Context: an optimization exercise on an open-source flow, tuned for small area, a short achievable clock period and few clock cycles per item. The choices shown serve that exercise and are no tape-out recipe. Function was checked by simulation only, so behaviour that the tests miss may differ from the original.

## flow/config.mk

```make
export PLATFORM = sky130hd
export DESIGN_NAME = Xsr
export DESIGN_NICKNAME = Xsr
export VERILOG_FILES = /design/flow/design.v
export SDC_FILE = /design/flow/constraint.sdc
export NUM_CORES = 4
export LEC_CHECK = 0
export CAP_MARGIN = 20
export CORE_MARGIN = 2
export CORE_UTILIZATION = 40
export SLEW_MARGIN = 20
```

## flow/constraint.sdc

```tcl
create_clock -name core_clock -period 50.0 [get_ports {clk}]
set_input_delay 10.0000 -clock core_clock [delete_from_list [all_inputs] [get_ports {clk}]]
set_output_delay 10.0000 -clock core_clock [all_outputs]
set_load 0.01 [all_outputs]
```

## flow/design.v

```verilog
module Splitmix (
  input  wire [63 : 0] seed,
  output wire [63 : 0] next_state,
  output wire [63 : 0] value
);
parameter val1 = 64'h9e3779b97f4a7c15; 
parameter val2 = 64'hbf58476d1ce4e5b9;
parameter val3 = 64'h94d049bb133111eb; 
wire [63 : 0] a;
wire [63 : 0] b;
wire [63 : 0] c;
assign a   = seed + val1;
assign b   = (a ^ (a >> 30)) * val2;
assign c   = (b ^ (b >> 27)) * val3;
assign value = (c ^ (c >> 31));
assign next_state = a;
endmodule
module Xsr (
  input  wire        clk,
  input  wire        rst,
  input  wire [63:0] seed,
  input  wire        gen,
  output wire        ready,
  output wire        valid,
  output wire [63:0] out
);
reg [63:0] s0, s1, s2, s3, o;
reg        busy, rdy, v;
reg [5:0]  cnt;   
reg [1:0]  wi;    
wire h_gsh0 = (cnt == 6'd0) | (cnt == 6'd1) | (cnt == 6'd2) | (cnt == 6'd4) | (cnt == 6'd7) | (cnt == 6'd9) | (cnt == 6'd11) | (cnt == 6'd14) | (cnt == 6'd15) | (cnt == 6'd17) | (cnt == 6'd18) | (cnt == 6'd20) | (cnt == 6'd23) | (cnt == 6'd24) | (cnt == 6'd25) | (cnt == 6'd26) | (cnt == 6'd27) | (cnt == 6'd28) | (cnt == 6'd35) | (cnt == 6'd37) | (cnt == 6'd47) | (cnt == 6'd48);
wire h_gsh1 = (cnt == 6'd0) | (cnt == 6'd1) | (cnt == 6'd2) | (cnt == 6'd3) | (cnt == 6'd10) | (cnt == 6'd26) | (cnt == 6'd27) | (cnt == 6'd33) | (cnt == 6'd38) | (cnt == 6'd40) | (cnt == 6'd45) | (cnt == 6'd46);
wire h_nz = (cnt == 6'd2) | (cnt == 6'd4) | (cnt == 6'd5) | (cnt == 6'd6) | (cnt == 6'd8) | (cnt == 6'd9) | (cnt == 6'd10) | (cnt == 6'd11) | (cnt == 6'd12) | (cnt == 6'd13) | (cnt == 6'd14) | (cnt == 6'd15) | (cnt == 6'd16) | (cnt == 6'd17) | (cnt == 6'd18) | (cnt == 6'd19) | (cnt == 6'd20) | (cnt == 6'd21) | (cnt == 6'd22) | (cnt == 6'd23) | (cnt == 6'd24) | (cnt == 6'd25) | (cnt == 6'd27) | (cnt == 6'd28) | (cnt == 6'd29) | (cnt == 6'd30) | (cnt == 6'd31) | (cnt == 6'd32) | (cnt == 6'd34) | (cnt == 6'd35) | (cnt == 6'd36) | (cnt == 6'd37) | (cnt == 6'd38) | (cnt == 6'd39) | (cnt == 6'd40) | (cnt == 6'd41) | (cnt == 6'd42) | (cnt == 6'd43) | (cnt == 6'd44) | (cnt == 6'd45) | (cnt == 6'd46) | (cnt == 6'd47) | (cnt == 6'd49) | (cnt == 6'd50) | (cnt == 6'd51);
wire h_neg = (cnt == 6'd2) | (cnt == 6'd4) | (cnt == 6'd5) | (cnt == 6'd6) | (cnt == 6'd10) | (cnt == 6'd11) | (cnt == 6'd12) | (cnt == 6'd15) | (cnt == 6'd17) | (cnt == 6'd20) | (cnt == 6'd22) | (cnt == 6'd23) | (cnt == 6'd24) | (cnt == 6'd27) | (cnt == 6'd31) | (cnt == 6'd37) | (cnt == 6'd38) | (cnt == 6'd39) | (cnt == 6'd42) | (cnt == 6'd44) | (cnt == 6'd49) | (cnt == 6'd50) | (cnt == 6'd51);
reg [63:0] kg;
always @* begin
  case (wi)
    2'd0: kg = 64'hdaa66d2c7ddf743f;
    2'd1: kg = 64'h9e3779b97f4a7c15;
    2'd2: kg = 64'h78dde6e5fd29f054;
    2'd3: kg = 64'h3c6ef372fe94f82a;
  endcase
end
wire c_init  = busy & (cnt == 6'd63);           
wire c_add   = busy & (cnt == 6'd0);            
wire c_xs30  = busy & (cnt == 6'd1);            
wire c_mid   = busy & (cnt == 6'd26);           
wire c_end   = busy & (cnt == 6'd52);           
wire c_x1    = busy & (cnt == 6'd53);           
wire c_x2    = busy & (cnt == 6'd54);           
wire c_zero  = c_init | c_end | c_x1 | c_x2;    
wire horner  = busy & ~c_add & ~c_zero;
wire [1:0] gsh = (c_zero | c_add) ? 2'd3 : {h_gsh1, h_gsh0};
wire nz  = horner & h_nz | c_add;
wire neg = horner & h_neg;
wire last = (c_end & wi[1]) | (c_x1 & (wi == 2'd1)) | (c_x2 & (wi == 2'd0));
wire e0 = v | c_x1;
wire e2 = v | c_x2;
wire c0 = c_init | c_x2;
wire c2 = c_init;
wire [63:0] n2  = s2 ^ s0;
wire [63:0] n3  = s3 ^ s1;
wire [63:0] s0n = (s0 & {64{~c0}}) ^ ({64{e0}} & n3);
wire [63:0] s1n = s1 ^ ({64{v}} & n2);
wire [63:0] s2n = (s2 & {64{~c2}}) ^ ({64{e2}} & (s0 ^ {s1[46:0], 17'b0}));
wire [63:0] s3n = v ? {n3[18:0], n3[63:19]} : s3;
wire [63:0] x5;
add_bk a1 (.a(s1n), .b({s1n[61:0], 2'b0}), .s(x5));
wire [63:0] r = {x5[56:0], x5[63:57]};
reg  [63:0] a2;
always @* begin
  if (!busy) a2 = r;
  else case (gsh)
    2'd0: a2 = {o[61:0], 1'b0, neg};
    2'd1: a2 = {o[60:0], 2'b0, neg};
    2'd2: a2 = {o[59:0], 3'b0, neg};
    default: a2 = c_add ? kg : {63'b0, neg};
  endcase
end
wire [63:0] b2 = busy ? ((s1 ^ {64{neg}}) & {64{nz}}) : {r[60:0], 3'b0};
wire [63:0] y;
add_bk a2a (.a(a2), .b(b2), .s(y));
wire [63:0] w = o ^ (c_xs30 ? (o >> 30) : c_mid ? (o >> 27) : (o >> 31));
wire ld3    = (c_add & (wi == 2'd0)) | (c_end & (wi == 2'd2));
wire ld1    = c_xs30 | c_mid | c_x1 | (c_end & (wi != 2'd2));
wire ldseed = c_init | c_x2 | (c_end & (wi == 2'd2)) | (c_x1 & (wi == 2'd1));
assign ready = rdy;
assign valid = v;
assign out   = o;
always @(posedge clk) begin
  o <= y;
  if (rst) begin
    busy <= 1'b1;
    rdy <= 1'b0;
    cnt <= 6'd63;
    wi <= 2'd0;
    v <= 1'b0;
  end else begin
    v <= gen & rdy;
    if (busy) begin
      if (last) begin
        cnt <= 6'd0;
        wi <= wi + 2'd1;
        if (wi == 2'd3) begin
          busy <= 1'b0;
          rdy <= 1'b1;
        end
      end else begin
        cnt <= cnt + 6'd1;
      end
    end
  end
  s0 <= s0n;
  s2 <= s2n;
  s3 <= ld3 ? w : s3n;
  s1 <= ldseed ? seed : ld1 ? w : s1n;
end
endmodule
module add_bk #(parameter N = 64) (input [N-1:0] a, input [N-1:0] b, output [N-1:0] s);
  wire [N-1:0] p0 = a ^ b;
  wire [N-1:0] g0 = a & b;
  reg  [N-1:0] G, P;
  integer i, d;
  always @* begin
    G = g0; P = p0;
    for (d = 1; d < N; d = d * 2)
      for (i = 2*d-1; i < N; i = i + 2*d) begin
        G[i] = G[i] | (P[i] & G[i-d]);
        P[i] = P[i] & P[i-d];
      end
    for (d = N/4; d >= 1; d = d / 2)
      for (i = 3*d-1; i < N; i = i + 2*d) begin
        G[i] = G[i] | (P[i] & G[i-d]);
        P[i] = P[i] & P[i-d];
      end
  end
  assign s = p0 ^ {G[N-2:0], 1'b0};
endmodule
```

## flow/flow/run.sh

```bash
#!/bin/bash
# Standard synthesis and layout; the only change is the port buffer cell
# (buf_2 instead of the default clkdlybuf4s50_1). Each step's output goes to
# its own log here.
set -euo pipefail
bash standard.sh synth > synth.log 2>&1
bash standard.sh "BUFFER_PORTS_ARGS=-buffer_cell sky130_fd_sc_hd__buf_2" finish > layout.log 2>&1
```

## flow/standard.sh

```bash
#!/bin/bash
# synth_recipe.tcl (not shown) runs the flow's synth.tcl, then flattens the netlist and writes it again
# the make line also repeats each setting of config.mk as NAME=value (left out here)
make -C /OpenROAD-flow-scripts/flow DESIGN_CONFIG=/design/flow/config.mk WORK_HOME=/design/flow/orfs CLKGATE_MAP_FILE= SYNTH_SCRIPT=/design/flow/synth_recipe.tcl "${@:-finish}"
```

==> results of run 1 <==
-- cell families after synthesis --
logic type	after synthesis	synth area share
flops	331	0.298
xor+xnor	535	0.193
fa+ha+maj	193	0.119
buf+inv	280	0.0461
mux	102	0.0426
simple gates	786	0.133
compound gates	668	0.169
-- sequential cells by signal (all words and copies together) (netlist names) --
name and flops:
busy 1, cnt 6, o 64, rdy 1
s0 64, s1 64, s2 64, s3 64
v 1, wi 2
-- per-stage QoR --
step / utilization / hold WS [ns]
2_1_floorplan: - / 0.463
3_3_place_gp: 0.423 / 0.455
3_5_place_dp: 0.423 / 0.439
4_1_cts: 0.447 / 0.455
5_1_grt: 0.447 / 0.483
6_report: 0.447 / 0.451
-- metal layers --
metal | vias up | share of wire
li1 | 9790 | -
met1 | 10597 | 0.44
met2 | 1051 | 0.41
met3 | 177 | 0.095
met4 | 4 | 0.050
met5 | - | 0.00025
-- worst min-delay path: stages (launching register included) --
cell and delay [ns]:
dfxtp_1 0.32, nand2_1 0.06, nor2_1 0.03
-- layout make-up --
| cell class | instances | area share |
|---|---|---|
| clock buffer | 63 | 0.0472 |
| clock inverter | 13 | 0.00669 |
| inverter | 71 | 0.00990 |
| multi-input combinational | 2284 | 0.596 |
| sequential | 331 | 0.270 |
| tap | 782 | 0.0363 |
| timing repair buffer | 165 | 0.0337 |
-- cell usage in the layout (no fill, tap or decap), types with 11 or more instances in the layout --
cell / count
ha_1: 130
nand2_1: 416
nand4_1: 18
nor2_1: 251
o21bai_1: 12
nor3_1: 14
xnor2_1: 399
o21a_1: 12
a22oi_1: 11
fa_1: 63
buf_2: 132
o22ai_1: 56
a21o_1: 74
xor2_1: 135
a21oi_1: 196
a2bb2oi_1: 36
nand3_1: 19
inv_1: 70
mux2i_1: 88
buf_4: 33
edfxtp_1: 64
nand2b_1: 12
dfxtp_1: 265
o21ai_0: 180
clkbuf_16: 44
-- worst paths after layout --
check	from	endpoint	slack, ns	depth (start not counted)
hold reg to reg	rdy	v	0.45	2
setup reg to reg	v	o[39]	40.40	27
setup / recovery	o[63]	out[63]	38.55	1
hold / removal	rdy	v	0.45	2
==> qor.yml, run 1 <==
status:
  status: "no timing/DRC/antenna violations"
routing:
  routed_wl_microns: 98500
  wl_per_cell_microns: 26.6
  vias: 21619
  drt_pass1_iterations: 5
  drc: 0
  ant_nets: 0
  vias_per_cell: 5.83
  first_iter_violations: 2486
critical_path:
  crit_type: "flip-flop to primary output"
  crit_arrival_ns: 1.45
  max_stage_delay_ns: 0.65
  startpoint_type: "flip-flop"
  endpoint_kind: "primary output"
  crit_path_cell_trace: "buf_2"
  path_buf_inv: 1
  cp_max_fo: 6
  slowest_stage: "dfxtp_1"
  cpLargestDelayFamily: "flip-flops"
  critical_path_required_ns: 40.00
run:
  drv_cap: 0
cells_and_area:
  fin_nets: 3154
  final_cell_area_sq_um: 26900
  antenna_cells: 0
  seq_area_sq_um: 7270
  n_fill_cell: 5879
  multi_input_area_sq_um: 16100
  final_cells: 3709
  drive_gt1_frac: 0.0929
  area_growth_pct: 10.6
clock_network:
  h-tree-depth: 2
  cts_resized: 0
  cts_sinks: 331
  ctsLongestPathBuffers: 3
  clk_latency_ns: 0.58
  clkTransAtPathRegs_ns: 0.06
  hold_buffers: 0
  tritoncts: "built"
  cts_buffers: 41
  cts_setup_buffers: 0
  clockRootBuffer: "clkbuf_16"
timing:
  maxSlewViolCount: 0
  period_share: 0.229
  rsz0062_at_grt: "no"
  fin_ws_ns: 38.55
  hold_violations: 0
  tightest_slew_ns: 1.07
  setup_viol: 0
  fmax_mhz: 87.3
  period_needed_ns: 11.45
  skew_ns: 0.0156
  tns_ns: 0
  relSlewSlack: 0.288
synth:
  synth_top_cells_by_count: "417 x nand2_1, 399 x xnor2_1, 267 x dfxtp_1, 253 x nor2_1, 196 x a21oi_1"
  synth_ff_type: "dfxtp_1"
  postSynthAreaPerCell_sq_um: 8.41
  yosysTopAreaCellShare: 0.219
  synth_area_sq_um: 24400
  synth_fp_nets: 3155
  yosys.area.top_type: "dfxtp_1"
  synth-seq-area-share: 0.298
  synth_cells: 2895
  synth-edff-count: 64
  async_reset_ff_frac: 0
  netlist_top_cells_area: "dfxtp_1 22%, xnor2_1 14%, edfxtp_1 7.9%, ha_1 6.7%, nand2_1 6.4%"
  synth-seq-cells: 331
  synth_cell_types: 71
  synth-warning-count: 2
  synth.most_common_cell: "nand2_1"
placement:
  place_inst: 3633
  dpl_cell_area_sq_um: 25500
  dp.final_hpwl_microns: 77000
  port_buffers: 132
  pre_cts_slack_ns: 39.19
  globalplace.congestion: 0.997
grt:
  grt_pass1_vias: 20817
  grt.busiest_layer: "met2"
  grt_max_degree: 99
  met1_usage: 0.434
  grt_use_total: 0.307
  use_met2: 0.448
  antenna_found_initial: 2
  met3_usage: 0.0638
  grt_first_pass_wirelength_microns: 142000
  gr-total-overflow: 0
floorplanning:
  rows: 90
  core_area_sq_um: 60200
  chipWidth_microns: 251
  ios: 133
  die_y_microns: 251
  die-area_sq_um: 62900
  initial_core_util: 0.404
min_path:
  hold_path_class: "flip-flop to flip-flop"
Testbench counts, summed over its fixed seeds: cycles 9,928, items 8,192.
==> inputs of run 2 (changes only) <==
--- a/flow/design.v
+++ b/flow/design.v
@@ -26,6 +26,7 @@
 );
 reg [63:0] s0, s1, s2, s3, o;
 reg        busy, rdy, v;
+reg        nv;    
 reg [5:0]  cnt;   
 reg [1:0]  wi;    
 wire h_gsh0 = (cnt == 6'd0) | (cnt == 6'd1) | (cnt == 6'd2) | (cnt == 6'd4) | (cnt == 6'd7) | (cnt == 6'd9) | (cnt == 6'd11) | (cnt == 6'd14) | (cnt == 6'd15) | (cnt == 6'd17) | (cnt == 6'd18) | (cnt == 6'd20) | (cnt == 6'd23) | (cnt == 6'd24) | (cnt == 6'd25) | (cnt == 6'd26) | (cnt == 6'd27) | (cnt == 6'd28) | (cnt == 6'd35) | (cnt == 6'd37) | (cnt == 6'd47) | (cnt == 6'd48);
@@ -54,16 +55,17 @@
 wire nz  = horner & h_nz | c_add;
 wire neg = horner & h_neg;
 wire last = (c_end & wi[1]) | (c_x1 & (wi == 2'd1)) | (c_x2 & (wi == 2'd0));
-wire e0 = v | c_x1;
-wire e2 = v | c_x2;
+wire step = ~nv;
+wire e0 = step | c_x1;
+wire e2 = step | c_x2;
 wire c0 = c_init | c_x2;
 wire c2 = c_init;
 wire [63:0] n2  = s2 ^ s0;
 wire [63:0] n3  = s3 ^ s1;
 wire [63:0] s0n = (s0 & {64{~c0}}) ^ ({64{e0}} & n3);
-wire [63:0] s1n = s1 ^ ({64{v}} & n2);
+wire [63:0] s1n = s1 ^ ({64{step}} & n2);
 wire [63:0] s2n = (s2 & {64{~c2}}) ^ ({64{e2}} & (s0 ^ {s1[46:0], 17'b0}));
-wire [63:0] s3n = v ? {n3[18:0], n3[63:19]} : s3;
+wire [63:0] s3n = step ? {n3[18:0], n3[63:19]} : s3;
 wire [63:0] x5;
 add_bk a1 (.a(s1n), .b({s1n[61:0], 2'b0}), .s(x5));
 wire [63:0] r = {x5[56:0], x5[63:57]};
@@ -95,8 +97,10 @@
     cnt <= 6'd63;
     wi <= 2'd0;
     v <= 1'b0;
+    nv <= 1'b1;
   end else begin
     v <= gen & rdy;
+    nv <= ~(gen & rdy);
     if (busy) begin
       if (last) begin
         cnt <= 6'd0;
--- a/flow/config.mk
+++ b/flow/config.mk
@@ -8,4 +8,7 @@
 export CAP_MARGIN = 20
 export CORE_MARGIN = 2
 export CORE_UTILIZATION = 40
+export CTS_BUF_LIST = sky130_fd_sc_hd__clkbuf_16
+export CTS_CLUSTER_DIAMETER = 200
+export CTS_CLUSTER_SIZE = 16
 export SLEW_MARGIN = 20
==> qor.yml, run 2 <==
routing:
  dr_wl_met2_microns: 43700
  wl_met3_microns: 8490
  highest_layer: "met5"
  vias: 21283
  routed_wl_microns: 98300
  first_iter_violations: 2366
  wl_per_cell_microns: 27.0
  ant_nets: 0
  drc: 0
  vias_per_cell: 5.85
  drt_pass1_iterations: 5
  m1WireLength_microns: 39600
cells_and_area:
  layout_commonest_cell: "nand2_1"
  fin_nets: 3109
  final_cells: 3640
  mostFrequentLayoutCells: "357 x nand2_1, 341 x xnor2_1, 319 x nor2_1, 266 x dfxtp_1, 195 x xor2_1"
  area_growth_pct: 8.59
  final_cell_area_sq_um: 26000
  drive_gt1_frac: 0.0852
timing:
  period_needed_ns: 11.46
  period_share: 0.229
  maxSlewViolCount: 0
  tns_ns: 0
  relSlewSlack: 0.244
  setup_viol: 0
  skew_ns: 0.0265
  hold_violations: 0
  fmax_mhz: 87.2
  tightest_slew_ns: 1.13
  fin_ws_ns: 38.54
  rsz0062_at_grt: "no"
critical_path:
  r2r-end: "o[63]"
  critical_path_required_ns: 40.00
  r2r_start: "nv"
  cpLargestDelayFamily: "flip-flops"
  endpoint_kind: "primary output"
  reg2reg_slack_ns: 39.47
  path_buf_inv: 1
  cp_max_fo: 9
  crit_path_cell_trace: "buf_2"
  slowest_stage: "dfxtp_1"
  r2r_cells: 29
  max_stage_delay_ns: 0.62
  startpoint_type: "flip-flop"
  crit_arrival_ns: 1.46
  crit_type: "flip-flop to primary output"
floorplanning:
  die_y_microns: 249
  die-area_sq_um: 61800
  rows: 89
  core_area_sq_um: 59000
  chipWidth_microns: 249
  initial_core_util: 0.405
  ios: 133
synth:
  synth_cell_types: 72
  synth.most_common_cell: "nand2_1"
  synth-seq-cells: 332
  synth_fp_nets: 3073
  synth-warning-count: 2
  postSynthAreaPerCell_sq_um: 8.50
  synth_ff_type: "dfxtp_1"
  synth-edff-count: 64
  synth_cells: 2813
  synth_top_cells_by_count: "358 x nand2_1, 341 x xnor2_1, 319 x nor2_1, 268 x dfxtp_1, 195 x xor2_1"
  yosysTopAreaCellShare: 0.224
  yosys.area.top_type: "dfxtp_1"
  async_reset_ff_frac: 0
  synth_area_sq_um: 23900
  netlist_top_cells_area: "dfxtp_1 22%, xnor2_1 12%, edfxtp_1 8.0%, xor2_1 7.1%, ha_1 6.8%"
  synth-seq-area-share: 0.305
min_path:
  min_to: "v"
  holdPathStages: 2
  min-delay-start: "rdy"
  hold_path_class: "flip-flop to flip-flop"
grt:
  grt_use_total: 0.308
  grt_first_pass_wirelength_microns: 142000
  grt_max_degree: 91
  gr-total-overflow: 0
  grt_pass1_vias: 20632
  antenna_found_initial: 3
placement:
  globalplace.congestion: 1.00
  place_inst: 3596
  dp.final_hpwl_microns: 76000
  port_buffers: 132
  dpl_cell_area_sq_um: 25300
  pre_cts_slack_ns: 39.17
clock_network:
  cts_setup_buffers: 0
  cts_buffers: 24
  cts_sinks: 332
  clk_latency_ns: 0.59
  ctsLongestPathBuffers: 3
  h-tree-depth: 1
  tritoncts: "built"
  clockRootBuffer: "clkbuf_16"
  cts_resized: 0
  hold_buffers: 0
  clkTransAtPathRegs_ns: 0.09
run:
  drv_cap: 0
status:
  status: "no timing/DRC/antenna violations"
[run 2: logic make-up (layout without fill, tap and decap cells)]
logic type	count (synthesis)	count (layout)	synth area share
AND/OR/NAND/NOR	779	779	0.132
AO/OA/AOI/OAI	633	633	0.159
XOR/XNOR	536	536	0.196
flip-flops	332	332	0.305
buffers and inverters	232	284	0.0391
adder cells (fa/ha/maj)	193	193	0.121
multiplexers	108	108	0.0478
other	0	2	0
[run 2: worst max path at each step]
stage                     startpoint  endpoint  slack [ns]  cells past startpoint
after floorplan                  rst    cnt[0]       39.52                      3
after global placement         o[39]   out[39]       39.21                      1
after detailed placement       o[51]   out[51]       39.17                      1
after CTS                      o[51]   out[51]       38.54                      1
after global routing           o[51]   out[51]       38.52                      1
final                          o[39]   out[39]       38.54                      1
[run 2: cell type report]
type,count,area (sq um)
antenna,2,5.00
clock buffer,25,626
clock inverter,17,90.1
fill,5971,33000
inverter,75,282
multi-input combinational,2249,15800
sequential,332,7290
tap,773,967
timing repair buffer,167,923
[run 2: metrics by stage]
stage | util | hold WS [ns]
2_1_floorplan | - | 0.464
3_3_place_gp | 0.428 | 0.464
3_5_place_dp | 0.428 | 0.474
4_1_cts | 0.440 | 0.484
5_1_grt | 0.440 | 0.510
6_report | 0.440 | 0.481
[run 2: layer usage]
layer	GRT usage	up-vias
li1	-	9583
met1	0.398	10397
met2	0.485	1060
met3	0.0565	239
met4	0.170	4
met5	0	-
[run 2: worst register-to-register path: cells and delay by family (launching register included)]
kind / cells / cell delay (ns)
adders and majority gates: 4 / 1.57
xor gates and xnor gates: 4 / 1.87
AOI/OAI and AO/OA: 15 / 4.79
and+or+nand+nor: 3 / 0.49
DFF: 1 / 0.32
buffers and inverters: 3 / 1.36
Testbench counts of run 2, summed over its fixed seeds: cycles 9,928, items 8,192.

-- port drivers added, routing unchanged --
How much do the figures lean on ideal ports? The routed layouts below were timed once more, with nothing changed but the port constraints.
Step 1 assumes that a clkbuf_16 drives the clock port and a buf_2 every other input.
Step 2 moves the port delays by t, midway between the first and last clock arrival at a register: inputs arrive t later, outputs are due t later. That takes back most of the time a late clock gives input paths.
Slacks: ideal ports / drivers / drivers and shift; pairs: ideal ports / drivers.
run	shift t [ns]	slack for setup (ns)	worst data-port slew with drivers (ns)	cell pins on the clock port's net
run 1	0.632	38.548 / 38.489 / 39.121	0.03	1
run 2	0.633	38.539 / 38.479 / 39.113	0.05	1
After both steps every run listed still meets setup and hold.
